From an optimization exercise on the open Yosys and OpenROAD flow, aimed at small area, a short achievable clock period and few clock cycles; shortcuts taken in it are not production practice.
Function was checked by simulation only, so behaviour that the tests miss may differ from the original.
Power and IR drop assume default switching activity.

==> flow/design.v (excerpt) <==
module qr_mgs_core #
(
    parameter NUM_MAC    = 4,
    parameter DW         = 24,
    parameter DOT_W      = 56,
    parameter COL_W      = 8,
    parameter I_W        = 4,
    parameter M_W        = 6,
    parameter ROW_N      = 4,
    parameter ADDR_W_PHI = 12,
    parameter ADDR_W_Q   = 12,
    parameter ADDR_W_R   = 12,
    parameter FW_DATA    = 13,
    parameter FW_ISR     = 22
)
(
    input  wire                    clk,
    input  wire                    rst_n,
    input  wire                    start_core,
    input  wire [COL_W-1:0]        lambda_i,
    input  wire [I_W-1:0]          current_i,
    input  wire [M_W-1:0]          M_rows_in,
    output reg  [ADDR_W_PHI-1:0]   phi_addr,
    input  wire [(NUM_MAC*DW)-1:0] phi_data,
    output reg  [ADDR_W_R-1:0]     r_addr_a,
    output reg                     r_we_a,
    output reg  [DW-1:0]           r_din_a,
    output reg  [ADDR_W_Q-1:0]     q_addr_a,
    output reg                     q_we_a,
    output wire [(NUM_MAC*DW)-1:0] q_din_a,
    output reg  [ADDR_W_Q-1:0]     q_addr_b,
    input  wire [(NUM_MAC*DW)-1:0] q_dout_b,
    output reg  [M_W-1:0]          res_addr_a,
    output reg                     res_we_a,
    output wire [(NUM_MAC*DW)-1:0] res_din_a,
    output reg  [M_W-1:0]          res_addr_b,
    input  wire [(NUM_MAC*DW)-1:0] res_dout_b,
    output reg                     core_done
);
    localparam P_LD0 = 3'd0,   
               P_LU  = 3'd1,   
               P_D   = 3'd2,   
               P_U   = 3'd3,   
               P_UQ  = 3'd4,   
               P_N1  = 3'd5,   
               P_N2  = 3'd6,   
               P_RR  = 3'd7;   
    localparam S_IDLE = 2'd0, S_PASS = 2'd1, S_GAP = 2'd2, S_WISR = 2'd3;
    reg [1:0] st;
    reg [2:0] ptype;
    reg [3:0] pcnt;           
    reg [3:0] jc;
    reg       gcnt;
    reg [3:0] cur_i;
    reg [5:0] mrow;
    reg [7:0] lam;
    wire isr_go;
    wire       start_now = (st == S_IDLE) && start_core;
    wire       issue     = (st == S_PASS) || start_now;
  ...
Size: about 14000 cells after synthesis, ~1400 flip-flops, roughly 590 I/O pins.
==> flow/config.mk <==
export PLATFORM = sky130hd
export DESIGN_NAME = qr_mgs_core
export DESIGN_NICKNAME = qr_mgs_core
export VERILOG_FILES = /design/flow/design.v
export SDC_FILE = /design/flow/constraint.sdc
export NUM_CORES = 8
export LEC_CHECK = 0
export CAP_MARGIN = 20
export CELL_PAD_IN_SITES_DETAIL_PLACEMENT = 1
export CORE_MARGIN = 2
export CORE_UTILIZATION = 40
export PLACE_DENSITY = 0.45
export SLEW_MARGIN = 20
export SYNTH_MEMORY_MAX_BITS = 8192
==> flow/constraint.sdc <==
create_clock -name core_clock -period 25.0 [get_ports {clk}]
set_input_delay 5.0000 -clock core_clock [delete_from_list [all_inputs] [get_ports {clk}]]
set_output_delay 5.0000 -clock core_clock [all_outputs]
set_load 0.01 [all_outputs]
standard.sh (not shown) runs the stock make flow with config.mk's settings and CLKGATE_MAP_FILE= SYNTH_SCRIPT=/design/flow/synth_recipe.tcl, a recipe that flattens the netlist after the stock synthesis.
==> flow/flow/run.sh <==
#!/bin/bash
# Standard layout with two changes: the port buffers are sky130_fd_sc_hd__buf_2 instead of the
# weakest buffer the resizer would pick, and after placement the flip-flops that drive output
# ports get the 4x drive strength of their cell. Each step's output goes to a log file of its own.
set -euo pipefail
export BUFFER_PORTS_ARGS="-buffer_cell sky130_fd_sc_hd__buf_2"
bash standard.sh synth > synth.log 2>&1
bash standard.sh place > place.log 2>&1
RESULTS=orfs/results/sky130hd/qr_mgs_core/base openroad -no_init -exit flow/upsize.tcl > upsize.log 2>&1
bash standard.sh > layout.log 2>&1
==> flow/flow/upsize.tcl <==
# Upsize the flip-flops that drive output ports (through their port buffers) to the 4x drive
# strength of the same cell, then legalize the placement again.
read_liberty $::env(FLOW_HOME)/platforms/sky130hd/lib/sky130_fd_sc_hd__tt_025C_1v80.lib
set res $::env(RESULTS)
read_db $res/3_place.odb
set block [ord::get_db_block]
set n 0
foreach bterm [$block getBTerms] {
  if {[$bterm getIoType] != "OUTPUT"} continue
  set net [$bterm getNet]
  if {$net == "NULL"} continue
  set buf ""
  foreach it [$net getITerms] { if {[$it isOutputSignal]} { set buf [$it getInst] } }
  if {$buf == ""} continue
  set in_net ""
  foreach it [$buf getITerms] { if {[$it isInputSignal] && [$it getNet] != "NULL"} { set in_net [$it getNet] } }
  if {$in_net == "" || [$in_net getSigType] != "SIGNAL"} continue
  foreach it [$in_net getITerms] {
    if {![$it isOutputSignal]} continue
    set drv [$it getInst]
    set m [[$drv getMaster] getName]
    if {[regexp {^(sky130_fd_sc_hd__(dfxtp|dfrtp))_[12]$} $m -> base]} {
      replace_cell [$drv getName] ${base}_4
      incr n
    }
  }
}
puts "upsized $n flip-flops that drive outputs"
detailed_placement
check_placement -verbose
write_db $res/3_place.odb
The first run finished with timing, DRC and antenna clean.
Testbench counts at the start, summed over its fixed seeds: cycles 98,514.
Next try:
- CTS_CLUSTER_DIAMETER: default -> 100
- CTS_CLUSTER_SIZE: default -> 20
The changed run completed with no timing, DRC or antenna violations; first-iteration DRC count decreases by 1.2%; synthesized cell count does not change; wire length shrinks by 0.63%; register-to-register slack got worse by 0.14 ns; flip-flop and latch count does not change; clock power is lower by 28%; design area fell by 1.6%; core utilization fell by 0.74 points.

* * *

run 1:
Another version of the RTL of qr_mgs_core (not shown whole).
For scale: roughly 14,000 cells after synthesis, about 1,400 flip-flops, about 590 I/O pins, about 130,000 um^2 of cells after synthesis.
==> flow/config.mk <==
export PLATFORM = sky130hd
export DESIGN_NAME = qr_mgs_core
export DESIGN_NICKNAME = qr_mgs_core
export VERILOG_FILES = /design/flow/design.v
export SDC_FILE = /design/flow/constraint.sdc
export NUM_CORES = 8
export LEC_CHECK = 0
export CAP_MARGIN = 20
export CELL_PAD_IN_SITES_DETAIL_PLACEMENT = 1
export CORE_MARGIN = 2
export CORE_UTILIZATION = 40
export CTS_CLUSTER_DIAMETER = 100
export CTS_CLUSTER_SIZE = 20
export PLACE_DENSITY = 0.72
export SLEW_MARGIN = 20
export SYNTH_MEMORY_MAX_BITS = 8192
==> flow/constraint.sdc <==
create_clock -name core_clock -period 25.0 [get_ports {clk}]
set_input_delay 5.0000 -clock core_clock [delete_from_list [all_inputs] [get_ports {clk}]]
set_output_delay 5.0000 -clock core_clock [all_outputs]
set_load 0.01 [all_outputs]
Scripts as last shown in full above: flow/flow/run.sh, flow/flow/upsize.tcl
Testbench counts of run 1, summed over its fixed seeds: cycles 98,802.
Edits applied to the flow inputs when going from run 1 to run 2:
- PLACE_DENSITY now 0.45, was 0.72
==> comparison <==
Run 2 completed; timing, DRC and antenna clean
cs_s[146] as the beginning of the critical path was reported by run 1, and cs_s[96] by run 2.
Comparing run 2 and run 1, the higher half-perimeter wire length after detailed placement is on run 2.
The wire length in run 2 sits about 4.3% above the value recorded for run 1.
Per the comparison of run 2 with run 1, wire length of the first global-routing pass higher, fmax lower.
Input-level comparison between run 3 and run 2:
- PLACE_DENSITY changed from 0.45 to 0.6
[summary]
- Compared with run 2, run 3 improves post-route cell area.
- Of run 3 and run 2, the higher total power belongs to run 2.
- On power share of the combinational group, the higher figure sits with run 2, not run 3.
Input-level comparison between run 4 and run 3:
- a change of PLACE_DENSITY from 0.6 to 0.52
[summary]
Run 4 finished end to end and its layout was clean on timing, DRC and antenna. Going from run 3 to run 4, core utilization level; total power moved up; measured slew at the worst slew-check pin moved up. Fraction of area in registers across run 4 and run 3: no real change. Going from run 3 to run 4, total wire length went up; logic gate share of total power decreased 0.4 points.
Changes in run 5 relative to run 4:
- a change of PLACE_DENSITY from 0.52 to 0.45
diff --git a/flow/flow/run.sh b/flow/flow/run.sh
--- a/flow/flow/run.sh
+++ b/flow/flow/run.sh
@@ -4 +4 @@
-# ports get the 4x drive strength of their cell. Each step's output goes to a log file of its own.
+# ports get the 4x drive strength of their cell and move next to their port buffers. Each step's output goes to a log file of its own.
diff --git a/flow/flow/upsize.tcl b/flow/flow/upsize.tcl
--- a/flow/flow/upsize.tcl
+++ b/flow/flow/upsize.tcl
@@ -2 +2 @@
-# strength of the same cell, then legalize the placement again.
+# strength of the same cell and move each next to its port buffer, then legalize the placement.
@@ -23,0 +24,2 @@
+      set bb [$buf getBBox]
+      $drv setLocation [$bb xMin] [$bb yMin]
## What came out
Comparing the two runs side by side, run 5 comes out behind run 4 on design internal power.
Sequential cell power delta (run 5 -> run 4): insignificant
Comparing run 5 and run 4, the higher antenna cell count was measured on run 5.
Comparing run 4 against run 5, there is no change at all in post-synthesis average cell area.
Comparing pre-CTS setup slack for run 5 and run 4, the bigger number came from run 4.
Run 5 against run 4: final cell count roughly the same, clock skew higher.
Wire length: lower on run 4

[afterwards: timing with drivers on the ports]
The results above use ideal ports. As a check the final layouts listed here were re-extracted and re-timed, cells and wires unchanged.
Step 1 sets driving cells, clkbuf_16 on the clock port and buf_2 on the other inputs (assumed; they add their load-dependent delay and slew).
Step 2 also shifts input and output timing later by t, the mid clock arrival at the registers, as if the neighbouring blocks saw the same clock.
Three values: ideal, step 1, step 2; two values: the first two.
run | shift t [ns] | setup WS [ns] | worst setup path after step 2 | clock arrival spread, ns | slew at the worst register clock pin (ns)
the first run of note 1 | 1.043 | 18.320 / 18.201 / 17.637 | input to register | 0.071 / 0.071 | 0.08 / 0.08
the second run of note 1 | 1.042 | 18.184 / 18.159 / 17.638 | input to register | 0.079 / 0.079 | 0.10 / 0.10
run 1 | 1.004 | 18.296 / 18.270 / 17.616 | input to register | 0.127 / 0.127 | 0.11 / 0.11
run 2 | 1.003 | 18.217 / 18.217 / 17.631 | input to register | 0.087 / 0.087 | 0.11 / 0.11
run 3 | 0.999 | 18.382 / 18.265 / 17.737 | input to register | 0.092 / 0.091 | 0.10 / 0.10
run 4 | 0.982 | 18.417 / 18.319 / 17.685 | input to register | 0.100 / 0.100 | 0.10 / 0.10
run 5 | 1.002 | 17.751 / 17.751 / 17.591 | input to register | 0.134 / 0.134 | 0.11 / 0.11
After both steps setup and hold are still met in every run listed. For run 4, which loses most, drivers alone change the setup slack by -0.098 ns; drivers and shift together by -0.732 ns.
